Background: an optimization exercise with open tools, aiming at small area and a short achievable clock period. Do not read the settings as production practice. At most, simulation tests tie the RTL to the original design; equivalence was not proved. The RTL of run 1 was laid out without a check of its function. No activity file was given, so power comes from the tool's default toggle rates.

--- config.mk ---
export PLATFORM = sky130hd
export DESIGN_NAME = RISC_TOY_SYS
export DESIGN_NICKNAME = RISC_TOY_SYS
export VERILOG_FILES = /design/flow/design.v
export SDC_FILE = /design/flow/constraint.sdc
export NUM_CORES = 8
export LEC_CHECK = 0
export CAP_MARGIN = 30
export CORE_MARGIN = 2
export CORE_UTILIZATION = 40
export SETUP_SLACK_MARGIN = 0.2
export SLEW_MARGIN = 30
--- constraint.sdc ---
create_clock -name core_clock -period 14.0 [get_ports {CLK}]
set_input_delay 2.8000 -clock core_clock [delete_from_list [all_inputs] [get_ports {CLK}]]
set_output_delay 2.8000 -clock core_clock [all_outputs]
set_load 0.01 [all_outputs]
--- design.v ---
module REGFILE (
    input  wire        CLK,
    input  wire        RSTN,
    input  wire        WE,
    input  wire [4:0]  WA,
    input  wire [31:0] DI,
    input  wire [4:0]  RA0,
    input  wire [4:0]  RA1,
    output reg  [31:0] DOUT0,
    output reg  [31:0] DOUT1,
    output wire [31:0] CONSIG
);
    reg [31:0] r31;
    reg [30:0] valid;
    reg [31*32-1:0] rf;
    wire [31:0] wdec = WE ? (32'd1 << WA) : 32'd0;
    integer k;
    always @(posedge CLK) begin
        for (k = 0; k < 31; k = k + 1)
            if (wdec[k]) rf[k*32 +: 32] <= DI;
    end
    always @(posedge CLK or negedge RSTN) begin
        if (!RSTN) begin
            valid <= 31'd0;
            r31   <= 32'd0;
        end else begin
            valid <= valid | wdec[30:0];
            if (wdec[31]) r31 <= DI;
        end
    end
    assign CONSIG = r31;
    wire [31:0] s0 = (32'd1 << RA0) & {1'b1, valid};
    wire [31:0] s1 = (32'd1 << RA1) & {1'b1, valid};
    always @(*) begin
        DOUT0 = {32{s0[31]}} & r31;
        DOUT1 = {32{s1[31]}} & r31;
        for (k = 0; k < 31; k = k + 1) begin
            DOUT0 = DOUT0 | ({32{s0[k]}} & rf[k*32 +: 32]);
            DOUT1 = DOUT1 | ({32{s1[k]}} & rf[k*32 +: 32]);
        end
    end
endmodule
module RISC_TOY (
    input  wire        CLK,
    input  wire        RSTN,
    output wire        IREQ,
    output wire [29:0] IADDR,
    input  wire [31:0] INSTR,
    output wire        DREQ,
    output wire [1:0]  DRW,
    output wire [29:0] DADDR,
    output wire [31:0] DWDATA,
    output wire [31:0] CONSIG,
    input  wire [31:0] DRDATA
);
    reg [31:0] PC, PC_ID;
    reg        jump_d;               
    reg [31:0] RD1_EX, RD2_EX, IMM_EX;
    reg        RW_EX, DREQ_EX, LD_EX;                    
    reg        BAL_EX, BZ_EX, BNZ_EX, BPOS_EX, BNEG_EX;   
    reg        DRW0_EX, LDRES_EX, LINK_EX, BRL_EX, USEIMM_EX;
    reg [4:0]  RAC_EX;
    reg [3:0]  SA_EX, SB_EX;         
    reg        SHREG_EX;             
    reg [4:0]  SHIMM_EX;
    reg        OP_ADD, OP_SUB, OP_NEG, OP_AND, OP_OR, OP_XOR, OP_NOT, OP_PASSB;
    reg        OP_SHL, OP_LSR, OP_ASR, OP_ROR;
    reg [31:0] ALU_MEM, RD2_MEM;
    reg        RW_MEM, DREQ_MEM;                         
    reg [1:0]  DRW_MEM;
    reg [4:0]  RAC_MEM;
    reg        LDRES_MEM, LINK_MEM;
    reg [31:0] WBVAL;
    reg        RW_WB;                                    
    reg [4:0]  RAC_WB;
    reg        LD_WB;
    wire [31:0] RESULT_WB = LD_WB ? DRDATA : WBVAL;
    wire [4:0] op = INSTR[31:27];
    wire [4:0] fa = INSTR[26:22];
    wire [4:0] fb = INSTR[21:17];
    wire [4:0] fc = INSTR[16:12];
    wire isADD  = op == 5'b00000;
    wire isADDI = op == 5'b00001;
    wire isSUB  = op == 5'b00010;
    wire isNEG  = op == 5'b00011;
    wire isNOT  = op == 5'b00100;
    wire isAND  = op == 5'b00101;
    wire isANDI = op == 5'b00110;
    wire isOR   = op == 5'b00111;
    wire isORI  = op == 5'b01000;
    wire isXOR  = op == 5'b01001;
    wire isLSR  = op == 5'b01010;
    wire isASR  = op == 5'b01011;
    wire isSHL  = op == 5'b01100;
    wire isROR  = op == 5'b01101;
    wire isMOVI = op == 5'b01110;
    wire isJ    = op == 5'b01111;
    wire isJL   = op == 5'b10000;
    wire isBR   = op == 5'b10001;
    wire isBRL  = op == 5'b10010;
    wire isST   = op == 5'b10011;
    wire isSTR  = op == 5'b10100;
    wire isLD   = op == 5'b10101;
    wire isLDR  = op == 5'b10110;
    wire isLDIP = op == 5'b10111;
    wire isSTIP = op == 5'b11000;
    wire regwrite = isADD | isADDI | isSUB | isNEG | isNOT | isAND | isANDI | isOR |
                    isORI | isXOR | isLSR | isASR | isSHL | isROR | isMOVI | isJL |
                    isBRL | isLD | isLDR;
    wire memreq   = isST | isSTR | isLD | isLDR | isLDIP | isSTIP;
    wire isload   = isLD | isLDR | isLDIP;                   
    wire drw0     = isLDIP | isSTIP;                         
    wire branch   = isBR | isBRL;
    wire jump     = isJ | isJL;
    wire pcrel    = isLDR | isSTR;
    wire useimm   = isADDI | isANDI | isORI | isMOVI | isJ | isJL | isST | isSTR |
                    isLD | isLDR | isLDIP | isSTIP;
    wire [4:0] ra_ID = isSTR ? 5'd0 : (isNEG | isNOT) ? fc : fb;
    wire [4:0] rb_ID = (isST | isSTR) ? fa : (isNEG | isNOT) ? 5'd0 : fc;
    wire taken;
    wire flush = taken | jump_d;
    wire hz    = LD_EX & (RAC_EX != 5'd0) & ((RAC_EX == ra_ID) | (RAC_EX == rb_ID));
    wire vld   = ~taken & ~jump_d & ~hz;     
    wire [31:0] sext17 = {{15{INSTR[16]}}, INSTR[16:0]};
    wire [31:0] zext17 = {15'd0, INSTR[16:0]};
    wire [31:0] sext22 = {{10{INSTR[21]}}, INSTR[21:0]};
    wire [31:0] zext22 = {10'd0, INSTR[21:0]};
    wire [31:0] P4_ID  = PC_ID + 32'd4;
    wire [31:0] target = P4_ID + sext22;
    reg [31:0] imm_ID;
    always @(*) begin
        if (jump)                      imm_ID = target;
        else if (isBRL)                imm_ID = PC_ID;
        else if (isST | isLD)          imm_ID = (fb == 5'b11111) ? zext17 : sext17;
        else if (isSTR | isLDR)        imm_ID = sext22;
        else if (isLDIP | isSTIP)      imm_ID = zext22;
        else                           imm_ID = sext17;
    end
    wire [31:0] rf_rd1, rf_rd2;
    REGFILE u_rf (
        .CLK(CLK), .RSTN(RSTN),
        .WE(RW_WB), .WA(RAC_WB), .DI(RESULT_WB),
        .RA0(ra_ID), .RA1(rb_ID),
        .DOUT0(rf_rd1), .DOUT1(rf_rd2),
        .CONSIG(CONSIG)
    );
    wire fwd1 = RW_WB & (RAC_WB != 5'd0) & (RAC_WB == ra_ID);
    wire fwd2 = RW_WB & (RAC_WB != 5'd0) & (RAC_WB == rb_ID);
    wire [31:0] RD1_ID = pcrel ? PC_ID : fwd1 ? RESULT_WB : rf_rd1;
    wire [31:0] RD2_ID = isJL  ? P4_ID : fwd2 ? RESULT_WB : rf_rd2;
    wire fmA = RW_EX  & (RAC_EX  != 5'd0) & (RAC_EX  == ra_ID);
    wire fwA = RW_MEM & (RAC_MEM != 5'd0) & (RAC_MEM == ra_ID);
    wire fmB = RW_EX  & (RAC_EX  != 5'd0) & (RAC_EX  == rb_ID);
    wire fwB = RW_MEM & (RAC_MEM != 5'd0) & (RAC_MEM == rb_ID);
    wire zeroA = (fb == 5'b11111);
    wire [3:0] sa_ID = pcrel ? 4'b0001 :
                       zeroA ? 4'b0000 :
                       fmA   ? 4'b0010 :
                       fwA   ? (LDRES_MEM ? 4'b1000 : 4'b0100) : 4'b0001;
    wire [3:0] sb_ID = isJL  ? 4'b0001 :
                       fmB   ? 4'b0010 :
                       fwB   ? (LDRES_MEM ? 4'b1000 : 4'b0100) : 4'b0001;
    wire [31:0] A_EX;
    wire [31:0] PCp4 = PC + 32'd4;
    wire [31:0] pc_base = (hz & ~jump_d) ? PC : (jump & ~jump_d) ? target : PCp4;
    wire [31:0] pc_next = taken ? A_EX : pc_base;
    always @(posedge CLK or negedge RSTN) begin
        if (!RSTN) begin
            PC     <= 32'd0;
            PC_ID  <= 32'd0;
            jump_d <= 1'b0;
        end else begin
            PC     <= pc_next;
            PC_ID  <= flush ? 32'd0 : hz ? PC_ID : PC;
            jump_d <= jump & ~flush;
        end
    end
    assign IREQ  = RSTN;
    assign IADDR = PC[29:0];
    wire [2:0] bc = INSTR[2:0];
    always @(posedge CLK or negedge RSTN) begin
        if (!RSTN) begin
            RW_EX   <= 1'b0;
            DREQ_EX <= 1'b0;
            LD_EX   <= 1'b0;
            BAL_EX  <= 1'b0;
            BZ_EX   <= 1'b0;
            BNZ_EX  <= 1'b0;
            BPOS_EX <= 1'b0;
            BNEG_EX <= 1'b0;
        end else begin
            RW_EX   <= vld & regwrite;
            DREQ_EX <= vld & memreq;
            LD_EX   <= vld & isload;
            BAL_EX  <= vld & branch & (bc == 3'b001);
            BZ_EX   <= vld & branch & (bc == 3'b010);
            BNZ_EX  <= vld & branch & (bc == 3'b011);
            BPOS_EX <= vld & branch & (bc == 3'b100);
            BNEG_EX <= vld & branch & (bc == 3'b101);
        end
    end
    always @(posedge CLK) begin
        RD1_EX    <= RD1_ID;
        RD2_EX    <= RD2_ID;
        IMM_EX    <= imm_ID;
        RAC_EX    <= fa;
        DRW0_EX   <= drw0;
        LDRES_EX  <= isload;
        LINK_EX   <= isJL | isBRL;
        BRL_EX    <= isBRL;
        USEIMM_EX <= useimm;
        SA_EX     <= sa_ID;
        SB_EX     <= sb_ID;
        SHREG_EX  <= INSTR[5];
        SHIMM_EX  <= INSTR[4:0];
        OP_ADD    <= isADD | isADDI | isST | isSTR | isLD | isLDR;
        OP_SUB    <= isSUB;
        OP_NEG    <= isNEG;
        OP_AND    <= isAND | isANDI;
        OP_OR     <= isOR | isORI;
        OP_XOR    <= isXOR;
        OP_NOT    <= isNOT;
        OP_PASSB  <= isMOVI | isJL | branch | isLDIP | isSTIP;
        OP_SHL    <= isSHL;
        OP_LSR    <= isLSR;
        OP_ASR    <= isASR;
        OP_ROR    <= isROR;
    end
    wire [31:0] A  = ({32{SA_EX[0]}} & RD1_EX)  | ({32{SA_EX[1]}} & ALU_MEM) |
                     ({32{SA_EX[2]}} & WBVAL)   | ({32{SA_EX[3]}} & DRDATA);
    wire [31:0] R2 = ({32{SB_EX[0]}} & RD2_EX)  | ({32{SB_EX[1]}} & ALU_MEM) |
                     ({32{SB_EX[2]}} & WBVAL)   | ({32{SB_EX[3]}} & DRDATA);
    wire [31:0] B  = USEIMM_EX ? IMM_EX : R2;
    assign A_EX = A;
    wire r2z = (R2 == 32'd0);
    assign taken = BAL_EX | (BZ_EX & r2z) | (BNZ_EX & ~r2z) |
                   (BPOS_EX & ~R2[31]) | (BNEG_EX & R2[31]);
    wire [31:0] X   = A ^ {32{OP_NEG}};
    wire [31:0] Y   = (B & {32{~OP_NEG}}) ^ {32{OP_SUB}};
    wire [31:0] SUM = X + Y + {31'd0, OP_SUB | OP_NEG};
    wire [4:0] sh = SHREG_EX ? R2[4:0] : SHIMM_EX;
    function [31:0] rev32;
        input [31:0] v;
        integer i;
        begin
            for (i = 0; i < 32; i = i + 1) rev32[i] = v[31-i];
        end
    endfunction
    wire [31:0] SX = OP_SHL ? rev32(A) : A;
    wire [31:0] RR = (({SX, SX}) >> sh);
    wire [31:0] MK = 32'hFFFFFFFF >> sh;
    wire [31:0] T  = RR & MK;
    wire [31:0] SHR = T | ({32{OP_ASR & A[31]}} & ~MK);
    wire [31:0] alu =
        ({32{OP_ADD | OP_SUB | OP_NEG}} & SUM) |
        ({32{OP_AND}}   & (A & B)) |
        ({32{OP_OR}}    & (A | B)) |
        ({32{OP_XOR}}   & (A ^ B)) |
        ({32{OP_NOT}}   & ~A) |
        ({32{OP_PASSB}} & B) |
        ({32{OP_SHL}}   & rev32(T)) |
        ({32{OP_LSR | OP_ASR}} & SHR) |
        ({32{OP_ROR}}   & RR);
    always @(posedge CLK or negedge RSTN) begin
        if (!RSTN) begin
            RW_MEM   <= 1'b0;
            DREQ_MEM <= 1'b0;
        end else begin
            RW_MEM   <= RW_EX;
            DREQ_MEM <= DREQ_EX;
        end
    end
    always @(posedge CLK) begin
        ALU_MEM   <= alu;
        RD2_MEM   <= BRL_EX ? IMM_EX : R2;
        DRW_MEM   <= {LD_EX, DRW0_EX};
        RAC_MEM   <= RAC_EX;
        LDRES_MEM <= LDRES_EX;
        LINK_MEM  <= LINK_EX;
    end
    assign DREQ   = DREQ_MEM;
    assign DRW    = DRW_MEM;
    assign DADDR  = ALU_MEM[29:0];
    assign DWDATA = RD2_MEM;
    always @(posedge CLK or negedge RSTN) begin
        if (!RSTN) RW_WB <= 1'b0;
        else       RW_WB <= RW_MEM;
    end
    always @(posedge CLK) begin
        WBVAL  <= LINK_MEM ? RD2_MEM : ALU_MEM;
        RAC_WB <= RAC_MEM;
        LD_WB  <= LDRES_MEM;
    end
endmodule
module CUSTOM_IP (
    input  wire        CLK,
    input  wire        RSTN,
    input  wire [31:0] IPIN,
    input  wire [31:0] CON,
    output wire [31:0] IPOUT
);
    wire start_bit = CON[2];
    wire is_3x3    = CON[0];
    wire init_bit  = CON[1];
    reg        receiving_enable, computing_enable;
    reg [2:0]  cnt;
    reg [4:0]  exec_cnt;
    reg        clr_mac, update_ready;
    reg [1:0]  mac_enable;
    reg        last_start_bit;
    reg        zrows;
    reg [15:0] buf0, buf1, buf2, buf3, buf4, buf5, buf6, buf7;
    wire start_evt = start_bit & ~last_start_bit & ~receiving_enable & ~computing_enable;
    always @(posedge CLK or negedge RSTN) begin
        if (!RSTN) begin
            receiving_enable <= 1'b0;
            computing_enable <= 1'b0;
            cnt              <= 3'd0;
            exec_cnt         <= 5'd0;
            clr_mac          <= 1'b0;
            update_ready     <= 1'b0;
            mac_enable       <= 2'b00;
            last_start_bit   <= 1'b0;
            zrows            <= 1'b0;
        end else begin
            last_start_bit <= start_bit;
            if (init_bit) begin
                receiving_enable <= 1'b0;
                computing_enable <= 1'b0;
                cnt              <= 3'd0;
                exec_cnt         <= 5'd0;
            end
            if (start_evt) begin
                receiving_enable <= 1'b1;
                cnt              <= 3'd1;
                zrows            <= 1'b0;
            end else if (receiving_enable) begin
                if (cnt == 3'd7) begin
                    receiving_enable <= 1'b0;
                    cnt              <= 3'd0;
                    computing_enable <= 1'b1;
                    exec_cnt         <= 5'd0;
                    if (init_bit) zrows <= 1'b1;
                end else begin
                    cnt <= cnt + 3'd1;
                end
            end
            if (computing_enable && !init_bit) begin
                exec_cnt <= exec_cnt + 5'd1;
                if (exec_cnt == 5'd0) begin
                    clr_mac      <= 1'b1;
                    update_ready <= 1'b1;
                    mac_enable   <= is_3x3 ? 2'b01 : 2'b11;
                end else if (exec_cnt == 5'd1) begin
                    clr_mac <= 1'b0;
                end else if (exec_cnt > 5'd12) begin
                    computing_enable <= 1'b0;
                    update_ready     <= 1'b0;
                    mac_enable       <= 2'b00;
                    exec_cnt         <= 5'd0;
                end
            end else if (init_bit) begin
                clr_mac      <= 1'b1;
                update_ready <= 1'b1;
                mac_enable   <= is_3x3 ? 2'b01 : 2'b11;
            end else begin
                clr_mac      <= 1'b0;
                update_ready <= 1'b0;
                mac_enable   <= 2'b00;
            end
        end
    end
    wire [15:0] wdata = (is_3x3 && receiving_enable && (cnt == 3'd3 || cnt == 3'd7)) ? 16'd0 : IPIN[15:0];
    wire [7:0]  wrow  = start_evt ? 8'd1 : receiving_enable ? (8'd1 << cnt) : 8'd0;
    always @(posedge CLK) begin
        if (wrow[0]) buf0 <= wdata;
        if (wrow[1]) buf1 <= wdata;
        if (wrow[2]) buf2 <= wdata;
        if (wrow[3]) buf3 <= wdata;
        if (wrow[4]) buf4 <= wdata;
        if (wrow[5]) buf5 <= wdata;
        if (wrow[6]) buf6 <= wdata;
        if (wrow[7]) buf7 <= wdata;
    end
    wire [15:0] zm = {16{~zrows}};
    wire [15:0] row [0:7];
    assign row[0] = buf0 & zm;
    assign row[1] = buf1 & zm;
    assign row[2] = buf2 & zm;
    assign row[3] = buf3 & zm;
    assign row[4] = buf4 & zm;
    assign row[5] = buf5 & zm;
    assign row[6] = buf6 & zm;
    assign row[7] = buf7;
    function [3:0] get_element;
        input [15:0] rd;
        input integer idx;
        input         m3;
        begin
            case (idx)
                0: get_element = rd[3:0];
                1: get_element = rd[7:4];
                2: get_element = rd[11:8];
                3: get_element = m3 ? 4'd0 : rd[15:12];
                default: get_element = 4'd0;
            endcase
        end
    endfunction
    reg [3:0] a_in_row [0:3];
    reg [3:0] b_in_col [0:3];
    integer k, r, c;
    always @(*) begin
        for (r = 0; r < 4; r = r + 1) a_in_row[r] = 4'd0;
        for (c = 0; c < 4; c = c + 1) b_in_col[c] = 4'd0;
        k = 0;
        if (computing_enable && exec_cnt >= 5'd2) begin
            k = exec_cnt - 2;
            for (r = 0; r < 4; r = r + 1)
                if ((k >= r) && (k < r + 4) && (!is_3x3 || r < 3))
                    a_in_row[r] = get_element(row[r], k - r, is_3x3);
            for (c = 0; c < 4; c = c + 1)
                if ((k >= c) && (k < c + 4) && (!is_3x3 || c < 3))
                    b_in_col[c] = get_element(row[4 + (k - c)], c, is_3x3);
        end
    end
    reg  [63:0]  a_q, b_q;
    reg  [159:0] acc_q;
    reg  [1:0]   gvalid;
    reg  [63:0]  pa, pb;
    reg  [15:0]  en;
    reg  [159:0] acc_d;
    reg  [7:0]   prod;
    integer i, j, n;
    always @(*) begin
        for (i = 0; i < 4; i = i + 1)
            for (j = 0; j < 4; j = j + 1) begin
                n = i * 4 + j;
                en[n] = (i == 3 || j == 3) ? mac_enable[1] : mac_enable[0];
                pa[n*4 +: 4] = (j == 0) ? a_in_row[i] : a_q[(n-1)*4 +: 4];
                pb[n*4 +: 4] = (i == 0) ? b_in_col[j] : b_q[(n-4)*4 +: 4];
                prod = $signed(pa[n*4 +: 4]) * $signed(pb[n*4 +: 4]);
                acc_d[n*10 +: 10] = clr_mac ? 10'd0 : acc_q[n*10 +: 10] + {{2{prod[7]}}, prod};
            end
    end
    integer m;
    always @(posedge CLK or negedge RSTN) begin
        if (!RSTN) begin
            a_q <= 64'd0;
            b_q <= 64'd0;
        end else begin
            for (m = 0; m < 16; m = m + 1)
                if (en[m]) begin
                    a_q[m*4 +: 4] <= pa[m*4 +: 4];
                    b_q[m*4 +: 4] <= pb[m*4 +: 4];
                end
        end
    end
    integer q;
    always @(posedge CLK) begin
        for (q = 0; q < 16; q = q + 1)
            if (en[q] & update_ready) acc_q[q*10 +: 10] <= acc_d[q*10 +: 10];
    end
    always @(posedge CLK or negedge RSTN) begin
        if (!RSTN) gvalid <= 2'b00;
        else       gvalid <= gvalid | (mac_enable & {2{update_ready & clr_mac}});
    end
    wire [3:0] sel  = {CON[7:6], CON[5:4]};
    wire       selg = (CON[7:6] == 2'd3) | (CON[5:4] == 2'd3);
    wire [9:0] cval = acc_q[sel*10 +: 10];
    wire       on   = CON[8] & gvalid[selg];
    assign IPOUT = on ? {{22{cval[9]}}, cval} : 32'd0;
endmodule
module RISC_TOY_SYS (
    input  wire          CLK,
    input  wire          RSTN,
    output wire          IREQ,
    output wire [29:0]   IADDR,
    input  wire [31:0]   INSTR,
    output wire          DREQ,
    output wire [1:0]    DRW,
    output wire [29:0]   DADDR,
    output wire [31:0]   DWDATA,
    input  wire [31:0]   DRDATA,
    output wire [31:0]   CONSIG,
    input  wire [31:0]   IPIN,
    output wire [31:0]   IPOUT
);
    RISC_TOY u_core (
        .CLK    (CLK),
        .RSTN   (RSTN),
        .IREQ   (IREQ),
        .IADDR  (IADDR),
        .INSTR  (INSTR),
        .DREQ   (DREQ),
        .DRW    (DRW),
        .DADDR  (DADDR),
        .DWDATA (DWDATA),
        .CONSIG (CONSIG),
        .DRDATA (DRDATA)
    );
    CUSTOM_IP u_ip (
        .CLK    (CLK),
        .RSTN   (RSTN),
        .IPIN   (IPIN),
        .CON    (CONSIG),
        .IPOUT  (IPOUT)
    );
endmodule
--- run.sh ---
#!/bin/bash
# synth_recipe.tcl (not shown) runs the flow's synth.tcl, then flattens the netlist and writes it again
# the make line also repeats each setting of config.mk as NAME=value (left out here)
make -C /OpenROAD-flow-scripts/flow DESIGN_CONFIG=/design/flow/config.mk WORK_HOME=/design/flow/orfs CLKGATE_MAP_FILE= SYNTH_SCRIPT=/design/flow/synth_recipe.tcl finish
==> results of run 1 <==
stage by stage:
stage	power [mW]	setup WS (ns)	utilization	hold slack (ns)
final	17.6	5.09	0.457	0.325
after global routing	18.1	4.66	0.457	0.330
after CTS	17.4	5.17	0.456	0.327
after detailed placement	12.0	5.17	0.429	0.314
after global placement	11.9	5.23	0.428	0.311
after floorplan	9.82	6.63	-	0.310
where the power goes:
group	total, mW	internal (mW)	switching [mW]	leakage [nW]
combinational	4.88	1.74	3.14	24.1
clock	5.52	3.12	2.40	3.36
sequential	7.22	6.45	0.777	17.0
state kept, by name, indices dropped and copies added, names as in the netlist, 32 cells and up:
name             flops
u_core.u_rf.rf     992
u_ip.acc_q         160
u_ip.a_q            48
u_ip.b_q            48
u_core.ALU_MEM      32
u_core.IMM_EX       32
u_core.PC           32
u_core.PC_ID        32
u_core.RD1_EX       32
u_core.RD2_EX       32
u_core.RD2_MEM      32
u_core.WBVAL        32
u_core.u_rf.r31     32
worst paths after layout:
path                       depth (start not counted)                         endpoint  slack [ns]                        from
min reg2reg                                        0         u_core.LDRES_MEM$_DFF_P_        0.32     u_core.LDRES_EX$_DFF_P_
max reg2reg                                       24     u_ip.acc_q[49]$_SDFFCE_PP0P_        5.09  u_ip.exec_cnt[1]$_DFF_PN0_
min in group asynchronous                          1  u_core.u_rf.r31[17]$_DFFE_PN0P_        1.81                        RSTN
max in group asynchronous                          3        u_core.PC[28]$_DFFE_PN0P_       10.22                        RSTN
min                                                0         u_core.LDRES_MEM$_DFF_P_        0.32     u_core.LDRES_EX$_DFF_P_
max                                               24     u_ip.acc_q[49]$_SDFFCE_PP0P_        5.09  u_ip.exec_cnt[1]$_DFF_PN0_
logic make-up after synthesis:
kind of cell,count (synthesis)
xor+xnor,450
simple gates,2153
buf+inv,1026
compound gates,2347
flops,1775
mux,490
fa+ha+maj,652
metal layers:
layer	vias up	wire [um]	global-route usage
met5	-	528	0.00815
met4	42	32200	0.191
met3	1936	71100	0.137
met2	7760	181000	0.475
met1	41700	166000	0.438
li1	34100	-	-
cells in the final DEF, fill, tap and decap left out, types with 63 or more instances in the layout:
cell type / synthesis / final
a21oi_1: 320 / 316
mux2i_1: 167 / 164
o21ai_0: 242 / 241
inv_1: 371 / 370
buf_4: 87 / 221
dfrtp_1: 252 / 248
a31oi_1: 68 / 64
xnor2_1: 343 / 343
mux2_2: 232 / 232
xor2_1: 100 / 100
a21o_1: 112 / 112
edfxtp_1: 1280 / 1280
nand3_1: 151 / 151
nor2b_1: 64 / 63
nand2_1: 688 / 688
a222oi_1: 174 / 174
nand4_1: 156 / 156
nor3_1: 83 / 79
a22o_1: 197 / 197
clkbuf_16: 0 / 202
a221oi_1: 205 / 205
nand2b_1: 71 / 71
mux4_2: 91 / 91
o21bai_1: 78 / 78
ha_1: 488 / 488
clkdlybuf4s50_1: 0 / 240
a22oi_1: 589 / 589
and2_1: 131 / 127
dfxtp_1: 243 / 238
nor2_1: 524 / 489
fa_1: 163 / 163
final cells by class:
cell class                      instances  area, um2
Antenna cell                           32       80.1
Fill cell                           22600     137000
Clock buffer                          248       5400
Clock inverter                        126       1520
Multi-Input combinational cell       6092      48500
Tap cell                             3348       4190
Sequential cell                      1775      49600
Inverter                              395       1480
Timing Repair Buffer                  473       4260
==> results.toml, run 1 <==
[run_status]
status = "no timing/DRC/antenna violations"

[floorplanning]
io_pins = 258
core_area_um2 = 252000
die_y_um = 507
rows = 184
die_area_um2 = 257000
start_util = 0.403
die_x_um = 507

[synth]
ys_ff_latch = 1775
synth-async-reset-ratio = 0.142
synth_top_family_by_area = "compound AO/OA/AOI/OAI gates"
synth_area_leader_cell = "edfxtp_1"
ys.flop_type = "edfxtp_1"
synth_cell_types = 92
yosysSeqAreaShare = 0.490
synth_edf_count = 1280
syn_area_um2 = 101000
yosysMostFrequentCell = "edfxtp_1"
avgSynthCellArea_um2 = 11.4
synth_top_cell_area_share = 0.379
synthAdderAreaFrac = 0.0926
synthSimpleGateAreaFrac = 0.103
synth_xor_area_frac = 0.0399
synth.mux.area_fraction = 0.0625
synthesis.nets = 9642
synth_warnings = 389
synthTopCellsByCount = "1280 x edfxtp_1, 688 x nand2_1, 589 x a22oi_1"
netlist_top_cells_area = "edfxtp_1 38%, dfrtp_1 6.2%, ha_1 6.0%"
netlist_instances = 8893
synth_compound_area_frac = 0.171

[critical_path]
slowest_stage = "ha_1"
crit_fanout = 19
path_class = "flop to flop"
crit_chain = "inv_1 > ha_1 > inv_1 > ha_1 > nor4b_1 > a22oi_1 > a21oi_1 > nand2_1 > fa_1 > fa_1 > fa_1 > inv_1 > ha_1 > fa_1 > a21o_1 > a21oi_1 > xnor2_1 > xnor2_1 > ha_1 > inv_1 > o21bai_1 > a21oi_1 > xor3_1 > nor2_1"
crit_family = "adder cells"
crit_path_end_kind = "flop"
cp.buffers_inverters = 4
crit_arrival_ns = 9.48
required_ns = 14.57
startpoint_type = "flop"
cp_slowest_stage_delay_ns = 0.88

[run]
cap_violations = 0

[grt]
grt_max_degree = 88
grt_antenna_before_repair = 60
grt_pass1_wl_mm = 619
grt_util_all_layers = 0.338
grt.overflow.total = 0
grt_pass1_vias = 80900

[power]
ir_worst_vdd_mv = 0.138
power_density_nw_per_um2 = 153
leakagePower_nw = 44.4

[timing]
post-route-period-util = 0.636
setup_viol = 0
max_freq_mhz = 112
slew-limit-headroom = 0.178
worstMarginPinSlew_ns = 1.22
fin_crit_ns = 8.91
clock_skew_ns = 0.124
grt_setup_unrepaired = "no"
slew_violations = 0
fin_tns_setup_ns = 0
hold_viol = 0

[placement]
dpl-instance-area_um2 = 108000
place_inst = 12100
hpwl_mm = 290
gp_congestion = 1.01
port_buffers = 241

[clock_network]
post_cts_buffers = 0
cts_buffer_depth = 3
post_cts_resized = 0
clkSinkCount = 1775
cts_made_buffers = 197
clock_latency_ns = 0.96
cts_hold_buf = 0
cts_tree = "yes"
cts-root-buf = "clkbuf_16"
h-tree-depth = 4
clk_pin_slew_ns = 0.06

[detailed_routing]
num_vias = 85600
first_pass_iters = 13
viasPerCell = 6.85
route.detailed.drc = 0
routedWlPerCell_um = 36.1
drtIter0Drc = 17900
drt-total-wl_mm = 451
drtAntennaViolNets = 0

[final_layout]
nNetsFinal = 9683
finalInstanceArea_um2 = 115000
drive_gt1_frac = 0.120
area_delta_synth_final_pct = 13.5
instances_no_fill = 12500

[min_path]
hold_class = "flop to flop"
==> run 2, diff against run 1 <==
--- a/design.v
+++ b/design.v
@@ -14,10 +14,10 @@
     reg [30:0] valid;
     reg [31*32-1:0] rf;
     wire [31:0] wdec = WE ? (32'd1 << WA) : 32'd0;
-    integer k;
+    integer w;
     always @(posedge CLK) begin
-        for (k = 0; k < 31; k = k + 1)
-            if (wdec[k]) rf[k*32 +: 32] <= DI;
+        for (w = 0; w < 31; w = w + 1)
+            if (wdec[w]) rf[w*32 +: 32] <= DI;
     end
     always @(posedge CLK or negedge RSTN) begin
         if (!RSTN) begin
@@ -31,6 +31,7 @@
     assign CONSIG = r31;
     wire [31:0] s0 = (32'd1 << RA0) & {1'b1, valid};
     wire [31:0] s1 = (32'd1 << RA1) & {1'b1, valid};
+    integer k;
     always @(*) begin
         DOUT0 = {32{s0[31]}} & r31;
         DOUT1 = {32{s1[31]}} & r31;
@@ -175,7 +176,7 @@
             jump_d <= jump & ~flush;
         end
     end
-    assign IREQ  = RSTN;
+    assign IREQ  = RSTN ? 1'b1 : 1'b0;
     assign IADDR = PC[29:0];
     wire [2:0] bc = INSTR[2:0];
     always @(posedge CLK or negedge RSTN) begin
@@ -392,56 +393,58 @@
     assign row[5] = buf5 & zm;
     assign row[6] = buf6 & zm;
     assign row[7] = buf7;
-    function [3:0] get_element;
-        input [15:0] rd;
-        input integer idx;
-        input         m3;
-        begin
-            case (idx)
-                0: get_element = rd[3:0];
-                1: get_element = rd[7:4];
-                2: get_element = rd[11:8];
-                3: get_element = m3 ? 4'd0 : rd[15:12];
-                default: get_element = 4'd0;
-            endcase
+    wire [13:0] d;
+    genvar ge;
+    generate
+        for (ge = 0; ge < 14; ge = ge + 1) begin : g_dec
+            assign d[ge] = computing_enable & (exec_cnt == ge);
         end
-    endfunction
+    endgenerate
     reg [3:0] a_in_row [0:3];
     reg [3:0] b_in_col [0:3];
-    integer k, r, c;
+    integer r, c, t;
     always @(*) begin
-        for (r = 0; r < 4; r = r + 1) a_in_row[r] = 4'd0;
-        for (c = 0; c < 4; c = c + 1) b_in_col[c] = 4'd0;
-        k = 0;
-        if (computing_enable && exec_cnt >= 5'd2) begin
-            k = exec_cnt - 2;
-            for (r = 0; r < 4; r = r + 1)
-                if ((k >= r) && (k < r + 4) && (!is_3x3 || r < 3))
-                    a_in_row[r] = get_element(row[r], k - r, is_3x3);
-            for (c = 0; c < 4; c = c + 1)
-                if ((k >= c) && (k < c + 4) && (!is_3x3 || c < 3))
-                    b_in_col[c] = get_element(row[4 + (k - c)], c, is_3x3);
+        for (r = 0; r < 4; r = r + 1) begin
+            a_in_row[r] = 4'd0;
+            for (t = 0; t < 4; t = t + 1)
+                if (d[r + t + 2] && !(is_3x3 && (r == 3 || t == 3)))
+                    a_in_row[r] = a_in_row[r] | row[r][t*4 +: 4];
+        end
+        for (c = 0; c < 4; c = c + 1) begin
+            b_in_col[c] = 4'd0;
+            for (t = 0; t < 4; t = t + 1)
+                if (d[c + t + 2] && !(is_3x3 && c == 3))
+                    b_in_col[c] = b_in_col[c] | row[4 + t][c*4 +: 4];
         end
     end
     reg  [63:0]  a_q, b_q;
     reg  [159:0] acc_q;
     reg  [1:0]   gvalid;
-    reg  [63:0]  pa, pb;
-    reg  [15:0]  en;
-    reg  [159:0] acc_d;
-    reg  [7:0]   prod;
-    integer i, j, n;
-    always @(*) begin
-        for (i = 0; i < 4; i = i + 1)
-            for (j = 0; j < 4; j = j + 1) begin
-                n = i * 4 + j;
-                en[n] = (i == 3 || j == 3) ? mac_enable[1] : mac_enable[0];
-                pa[n*4 +: 4] = (j == 0) ? a_in_row[i] : a_q[(n-1)*4 +: 4];
-                pb[n*4 +: 4] = (i == 0) ? b_in_col[j] : b_q[(n-4)*4 +: 4];
-                prod = $signed(pa[n*4 +: 4]) * $signed(pb[n*4 +: 4]);
-                acc_d[n*10 +: 10] = clr_mac ? 10'd0 : acc_q[n*10 +: 10] + {{2{prod[7]}}, prod};
+    wire [63:0]  pa, pb;
+    wire [15:0]  en;
+    wire [159:0] acc_d;
+    genvar gi, gj;
+    generate
+        for (gi = 0; gi < 4; gi = gi + 1) begin : g_i
+            for (gj = 0; gj < 4; gj = gj + 1) begin : g_j
+                localparam integer N = gi * 4 + gj;
+                wire signed [7:0] prod;
+                assign en[N] = (gi == 3 || gj == 3) ? mac_enable[1] : mac_enable[0];
+                if (gj == 0) begin : g_a0
+                    assign pa[N*4 +: 4] = a_in_row[gi];
+                end else begin : g_a1
+                    assign pa[N*4 +: 4] = a_q[(N-1)*4 +: 4];
+                end
+                if (gi == 0) begin : g_b0
+                    assign pb[N*4 +: 4] = b_in_col[gj];
+                end else begin : g_b1
+                    assign pb[N*4 +: 4] = b_q[(N-4)*4 +: 4];
+                end
+                assign prod = $signed(pa[N*4 +: 4]) * $signed(pb[N*4 +: 4]);
+                assign acc_d[N*10 +: 10] = clr_mac ? 10'd0 : acc_q[N*10 +: 10] + {{2{prod[7]}}, prod};
             end
-    end
+        end
+    endgenerate
     integer m;
     always @(posedge CLK or negedge RSTN) begin
         if (!RSTN) begin
==> flow/run.sh (new file) <==
#!/bin/bash
# Own flow: the standard layout (standard synthesis unchanged), with
# small port buffers instead of the delay cells buffer_ports picks by
# default, and repair_timing aimed at a shorter period than the clock's.
set -euo pipefail
bash standard.sh \
  "BUFFER_PORTS_ARGS=-buffer_cell sky130_fd_sc_hd__buf_2" \
  "SETUP_SLACK_MARGIN=7.5" \
  finish > standard_flow.log 2>&1
==> standard.sh (new file) <==
#!/bin/bash
# synth_recipe.tcl (not shown) runs the flow's synth.tcl, then flattens the netlist and writes it again
# the make line also repeats each setting of config.mk as NAME=value (left out here)
make -C /OpenROAD-flow-scripts/flow DESIGN_CONFIG=/design/flow/config.mk WORK_HOME=/design/flow/orfs CLKGATE_MAP_FILE= SYNTH_SCRIPT=/design/flow/synth_recipe.tcl "${@:-finish}"
removed: run.sh
==> run 2 against run 1 <==
  * Design area is 1.6% lower
  * Die area is 1.5% lower
  * Register-to-register slack better by 2.7 ns
  * Combinational power is 27% higher
  * Non-clock buffer count is 80 higher
  * Worst setup slack better by 2.2 ns
  * First-iteration DRC count is 2.4% lower
  * Global-route usage is 0.66 points higher
  * Worst hold slack worse by 0.0023 ns
==> results.toml, run 2 <==
[timing]
fin_tns_setup_ns = 0
worstMarginPinSlew_ns = 1.16
max_freq_mhz = 150
grt_setup_unrepaired = "yes"
hold_viol = 0
clock_skew_ns = 0.0811
fin_crit_ns = 6.66
setup_viol = 0
post-route-period-util = 0.476
slew_violations = 0
hold_slack_ns = 0.323
slew-limit-headroom = 0.207

[critical_path]
crit_path_end_kind = "flop"
slowest_stage = "a2111oi_4"
reg2regPathDepth = 21
r2r-end = "u_ip.acc_q[89]$_SDFFCE_PP0P_"
required_ns = 14.74
cp_slowest_stage_delay_ns = 0.97
timing.rr.start = "u_ip.exec_cnt[4]$_DFF_PN0_"
path_class = "input port to flop"
crit_arrival_ns = 7.41
crit_chain = "buf_2 > or3b_1 > a21oi_4 > nand3_2 > a2111oi_4 > buf_4 > a211oi_1 > nand4_1 > a2bb2oi_1"
crit_fanout = 28
startpoint_type = "input port"
r2r_slack_ns = 7.82

[grt]
grt.overflow.total = 0
grt_max_degree = 122
grt_util_all_layers = 0.345
grt_pass1_vias = 79000
grt_antenna_before_repair = 45
grt_pass1_wl_mm = 616

[clock_network]
cts-root-buf = "clkbuf_16"
clk_pin_slew_ns = 0.06
cts_made_buffers = 193
clkSinkCount = 1775
cts_hold_buf = 0
cts_buffer_depth = 3
clock_latency_ns = 0.93
cts_tree = "yes"
h-tree-depth = 4

[detailed_routing]
drtIter0Drc = 17500
routedWlPerCell_um = 36.7
drtAntennaViolNets = 0
route.detailed.drc = 0
num_vias = 83700
met2_length_mm = 180
first_pass_iters = 12
viasPerCell = 6.83
wl_met3_mm = 71.1
met1Wirelength_mm = 163
top_layer = "met5"
drt-total-wl_mm = 449

[synth]
yosysSeqAreaShare = 0.497
synth_edf_count = 1280
synth_cell_types = 107
netlist_instances = 8576
synth_warnings = 5
ys_ff_latch = 1775
synth_area_leader_cell = "edfxtp_1"
avgSynthCellArea_um2 = 11.6
yosysMostFrequentCell = "edfxtp_1"
netlist_top_cells_area = "edfxtp_1 39%, dfrtp_1 6.3%, ha_1 5.9%"
synth_top_cell_area_share = 0.385
ys.flop_type = "edfxtp_1"
synthTopCellsByCount = "1280 x edfxtp_1, 552 x nor2_1, 544 x a22oi_1"
synth-async-reset-ratio = 0.142
synthesis.nets = 9310
syn_area_um2 = 99800

[final_layout]
regMostFlops = "u_core.u_rf.rf"
largest_reg_flops = 992
mostFrequentLayoutCells = "1280 x edfxtp_1, 542 x a22oi_1, 534 x nand2_1"
finalInstanceArea_um2 = 113000
drive_gt1_frac = 0.162
instances_no_fill = 12300
n_fill_cell = 22500
largestRegisters = "u_core.u_rf.rf (992), u_ip.acc_q (160)"
layout_commonest_cell = "edfxtp_1"
nNetsFinal = 9456
area_delta_synth_final_pct = 13.4

[floorplanning]
io_pins = 258
start_util = 0.402
core_area_um2 = 248000
die_area_um2 = 254000
die_x_um = 504
die_y_um = 504
rows = 183

[power]
sw_frac_of_total = 0.373
leakagePower_nw = 44.1
power_density_nw_per_um2 = 170
power.internal_mw = 12.1
p_comb_frac = 0.323
clkPwrFrac = 0.284
p_switching_mw = 7.18
ir_worst_vdd_mv = 0.122
power.share.sequential = 0.394

[placement]
port_buffers = 241
dpl-instance-area_um2 = 105000
hpwl_mm = 289
place_inst = 11800
gp_congestion = 1.01

[min_path]
hold_path_depth = 0
hold_class = "flop to flop"
hp-start = "u_core.LINK_EX$_DFF_P_"
worstHoldEndpoint = "u_core.LINK_MEM$_DFF_P_"

[run_status]
status = "no timing/DRC/antenna violations"

[run]
cap_violations = 0
-- run 2: cell types whose count changed after synthesis, sizes merged, moves of 34 or more --
cell | previous run | this run
nand2 | 688 | 535
clkbuf | 446 | 309
buf | 185 | 294
a21oi | 321 | 382
nand3 | 151 | 97
a22oi | 589 | 545
nor4b | 56 | 18
mux2i | 167 | 132
a211oi | 37 | 71
-- run 2: repair_timing --
| action | 4_1_cts | 5_1_grt |
|---|---|---|
| cloned | 1 | 0 |
| pin swaps | 3 | 14 |
| setup endpoints to repair | 99 | 72 |
| setup buffers | 4 | 23 |
| resized for setup | 62 | 58 |
-- run 2: cell families (layout without fill, tap and decap cells) --
group / count (synthesis) / count (layout) / share of synthesized area
compound gates: 2356 / 2356 / 0.175
mux: 429 / 429 / 0.0578
simple gates: 1947 / 1948 / 0.0957
buf+inv: 980 / 1296 / 0.0430
other cells: 0 / 29 / 0
fa+ha+maj: 637 / 637 / 0.0921
xor+xnor: 452 / 452 / 0.0398
flops: 1775 / 1775 / 0.497
-- run 2: cell type report --
cell class	count	area [um2]	area share
Timing Repair Buffer	553	3760	0.0332
Antenna cell	29	72.6	0.000641
Sequential cell	1775	49600	0.439
Tap cell	3330	4170	0.0368
Clock inverter	106	1430	0.0126
Multi-Input combinational cell	5822	47400	0.419
Clock buffer	260	5300	0.0468
Inverter	377	1420	0.0125
-- run 2: per-layer routing --
layer  up-vias  GRT usage
met3      1904      0.148
met4        34      0.216
li1      33300          -
met5         -    0.00495
met1     41000      0.440
met2      7424      0.476
-- run 2: worst max-delay path by stage --
stage                               startpoint                       endpoint  slack (ns)  cells past startpoint
2_1_floorplan                        DRDATA[1]     u_core.ALU_MEM[31]$_DFF_P_        7.75                     16
3_3_place_gp   u_ip.computing_enable$_DFF_PN0_  u_ip.acc_q[129]$_SDFFCE_PP0P_        6.08                     22
3_5_place_dp   u_ip.computing_enable$_DFF_PN0_  u_ip.acc_q[129]$_SDFFCE_PP0P_        6.02                     22
4_1_cts             u_ip.exec_cnt[2]$_DFF_PN0_  u_ip.acc_q[129]$_SDFFCE_PP0P_        7.47                     22
5_1_grt                              INSTR[29]      u_core.RD2_EX[26]$_DFF_P_        7.49                     12
6_report                             INSTR[29]      u_core.RD2_EX[12]$_DFF_P_        7.34                      9
-- run 2: per-stage QoR --
stage	total power [mW]	worst slack, ns	util
after detailed placement	13.6	6.02	0.425
after floorplan	11.3	7.75	-
final	19.3	7.34	0.455
after global routing	20.0	7.49	0.455
after CTS	19.0	7.47	0.453
after global placement	13.5	6.08	0.424
-- run 2: worst max-delay path: cells and delay by family --
family,cells,cell delay (ns)
AND/OR/NAND/NOR,3,1.37
buffers and inverters,2,1.10
AO/OA/AOI/OAI,4,2.07
-- run 2: power by group through the flow --
| stage | combinational [mW] | clock (mW) | sequential (mW) |
|---|---|---|---|
| final | 6.22 | 5.47 | 7.59 |
| after global routing | 6.68 | 5.69 | 7.62 |
| after CTS | 6.02 | 5.47 | 7.54 |
| after detailed placement | 5.96 | 0 | 7.65 |
| after global placement | 5.82 | 0 | 7.64 |
| after floorplan | 4.11 | 0 | 7.15 |
==> run 3, diff against run 2 <==
==> run.sh (new file) <==
#!/bin/bash
# synth_recipe.tcl (not shown) runs the flow's synth.tcl, then flattens the netlist and writes it again
# the make line also repeats each setting of config.mk as NAME=value (left out here)
make -C /OpenROAD-flow-scripts/flow DESIGN_CONFIG=/design/flow/config.mk WORK_HOME=/design/flow/orfs CLKGATE_MAP_FILE= SYNTH_SCRIPT=/design/flow/synth_recipe.tcl finish
--- a/config.mk
+++ b/config.mk
@@ -8,5 +8,5 @@
 export CAP_MARGIN = 30
 export CORE_MARGIN = 2
 export CORE_UTILIZATION = 40
-export SETUP_SLACK_MARGIN = 0.2
+export SETUP_SLACK_MARGIN = 5
 export SLEW_MARGIN = 30
removed: flow/run.sh
removed: standard.sh
==> run 3 against run 2 <==
  * Clock-buffer cell count is 10 lower
  * Still clean
  * Worst hold slack better by 0.010 ns
  * Via count is 0.25% higher
  * Sequential share of layout area fell by 0.25 points
  * Synthesized area unchanged
  * Critical endpoint is now u_core.RD1_EX[16]$_DFF_P_
  * Routed wire length decreased by 0.48%
  * Final cell count fell by 0.16%
==> results.toml, run 3 <==
[run_status]
status = "no timing/DRC/antenna violations"

[final_layout]
nNetsFinal = 9443
instances_no_fill = 12200
layout_commonest_cell = "edfxtp_1"
regMostFlops = "u_core.u_rf.rf"
area_delta_synth_final_pct = 14.0
mostFrequentLayoutCells = "1280 x edfxtp_1, 544 x a22oi_1, 533 x nand2_1"
postLayoutCoreUtil = 0.458
largestRegisters = "u_core.u_rf.rf (992), u_ip.acc_q (160)"
largest_reg_flops = 992
drive_gt1_frac = 0.128

[synth]
netlist_top_cells_area = "edfxtp_1 39%, dfrtp_1 6.3%, ha_1 5.9%"
yosysMostFrequentCell = "edfxtp_1"
synth-async-reset-ratio = 0.142
syn_area_um2 = 99800
synthTopCellsByCount = "1280 x edfxtp_1, 552 x nor2_1, 544 x a22oi_1"
ys_ff_latch = 1775
netlist_instances = 8576
avgSynthCellArea_um2 = 11.6
ys.flop_type = "edfxtp_1"
synthesis.nets = 9310
synth_cell_types = 107
synth_warnings = 5
synth_edf_count = 1280
synth_area_leader_cell = "edfxtp_1"
synth_top_cell_area_share = 0.385
yosysSeqAreaShare = 0.497

[detailed_routing]
wl_met3_mm = 72.9
drt-total-wl_mm = 447
first_pass_iters = 14
num_vias = 83900
drtIter0Drc = 18000
route.detailed.drc = 0
drtAntennaViolNets = 0
met1Wirelength_mm = 161
viasPerCell = 6.86
met2_length_mm = 179
routedWlPerCell_um = 36.6
top_layer = "met5"

[grt]
grt.overflow.total = 0
grt_pass1_vias = 78700
grt_antenna_before_repair = 35
grt_pass1_wl_mm = 613
grt_util_all_layers = 0.343
grt_max_degree = 84

[run]
cap_violations = 0

[placement]
hpwl_mm = 290
gp_congestion = 1.03
place_inst = 11800
port_buffers = 241

[clock_network]
post_cts_buffers = 0
cts_made_buffers = 193
clkSinkCount = 1775
clk_pin_slew_ns = 0.06
cts-root-buf = "clkbuf_16"
cts_tree = "yes"
cts_buffer_depth = 3
clock_latency_ns = 0.91
cts_hold_buf = 0
post_cts_resized = 0
h-tree-depth = 4

[floorplanning]
die_x_um = 504
die_area_um2 = 254000
rows = 183
start_util = 0.402
die_y_um = 504
io_pins = 258
core_area_um2 = 248000

[power]
p_switching_mw = 7.18
sw_frac_of_total = 0.370
power.share.sequential = 0.391
power.internal_mw = 12.2
p_comb_frac = 0.327
power_density_nw_per_um2 = 170
p_total_mw = 19.4
clkPwrFrac = 0.281
leakagePower_nw = 43.8
ir_worst_vdd_mv = 0.110

[critical_path]
required_ns = 14.71
startpoint_type = "input port"
crit_fanout = 46
crit_path_end_kind = "flop"
crit_arrival_ns = 8.86
path_class = "input port to flop"

[timing]
setup_viol = 0
clock_skew_ns = 0.0925
fin_crit_ns = 8.15
grt_setup_unrepaired = "no"
post-route-period-util = 0.582
fin_tns_setup_ns = 0
slew-limit-headroom = 0.207
slew_violations = 0
worstMarginPinSlew_ns = 1.19
max_freq_mhz = 123
hold_viol = 0

[min_path]
hold_class = "flop to flop"
## run 3: cell families (layout without fill, tap and decap cells)
| group | count (synthesis) | in the layout | synth area share |
|---|---|---|---|
| buffers and inverters | 980 | 1284 | 0.0430 |
| flip-flops | 1775 | 1775 | 0.497 |
| XOR/XNOR | 452 | 452 | 0.0398 |
| AND/OR/NAND/NOR | 1947 | 1947 | 0.0957 |
| AO/OA/AOI/OAI | 2356 | 2356 | 0.175 |
| multiplexers | 429 | 429 | 0.0578 |
| other | 0 | 23 | 0 |
| adder cells (fa/ha/maj) | 637 | 637 | 0.0921 |
## run 3: worst paths after layout
path / from / end / slack [ns] / depth (start not counted)
min in group asynchronous: RSTN / u_core.DREQ_MEM$_DFF_PN0_ / 1.94 / 1
max in group asynchronous: RSTN / u_ip.a_q[0]$_DFFE_PN0P_ / 9.34 / 4
min: u_core.DRW0_EX$_DFF_P_ / u_core.DRW_MEM[0]$_DFF_P_ / 0.33 / 0
max: INSTR[30] / u_core.RD1_EX[16]$_DFF_P_ / 5.85 / 12
max reg2reg: u_ip.computing_enable$_DFF_PN0_ / u_ip.acc_q[129]$_SDFFCE_PP0P_ / 6.25 / 22
min reg2reg: u_core.DRW0_EX$_DFF_P_ / u_core.DRW_MEM[0]$_DFF_P_ / 0.33 / 0
## run 3: final cells by class
cell class,count,area (um2)
Clock buffer,250,5300
Fill cell,22400,135000
Antenna cell,23,57.6
Multi-Input combinational cell,5821,47000
Clock inverter,116,1420
Sequential cell,1775,49600
Tap cell,3330,4170
Inverter,377,1420
Timing Repair Buffer,541,4820
## run 3: critical path, stage by stage
cell             delay (ns)
clkdlybuf4s50_1        0.85
nand3b_1               0.51
nor2_4                 0.15
buf_4                  0.73
a211oi_2               0.32
nor4b_4                1.02
buf_4                  0.48
buf_4                  0.55
a221oi_1               0.18
nand4_1                0.12
o22ai_1                0.29
o21ai_0                0.80
## run 3: power by group through the flow
stage / logic (mW) / registers [mW] / clock network (mW)
6_report: 6.34 / 7.59 / 5.45
5_1_grt: 6.77 / 7.61 / 5.66
4_1_cts: 6.15 / 7.53 / 5.46
3_5_place_dp: 6.12 / 7.63 / 0
3_3_place_gp: 5.98 / 7.62 / 0
2_1_floorplan: 4.11 / 7.15 / 0
## run 3: per-stage QoR
step                      hold WS (ns)  area (um2)  setup slack, ns
after floorplan                  0.310       99800             7.75
after global placement           0.312      107000             5.42
after detailed placement         0.312      107000             5.45
after CTS                        0.330      114000             6.19
after global routing             0.333      114000             5.84
final                            0.333      114000             5.85
## run 3: routing by layer
layer / vias up / GRT usage
met1: 41000 / 0.439
li1: 33300 / -
met2: 7657 / 0.470
met5: - / 0
met4: 26 / 0.212
met3: 1894 / 0.152

afterwards: timing with drivers on the ports:
The flow's constraints put no driver on any port. The routed layouts listed below were extracted and timed again, unchanged, in two steps. Step 1 assumes that a clkbuf_16 drives the clock port and a buf_2 every other input. Step 2 also shifts input and output timing later by t, the mid clock arrival at the registers, as if the neighbouring blocks saw the same clock. a / b / c = no drivers / after step 1 / after step 2; a / b = the first two.
run	t, ns	setup WS [ns]	slew at the worst register clock pin (ns)
run 1	0.979	5.090 / 5.090 / 4.860	0.08 / 0.08
run 2	0.983	7.335 / 7.248 / 6.265	0.07 / 0.07
run 3	0.975	5.853 / 5.881 / 4.906	0.07 / 0.07
After both steps setup and hold are still met in every run listed. For run 2, which loses most, drivers alone change the setup slack by -0.087 ns; drivers and shift together by -1.070 ns.
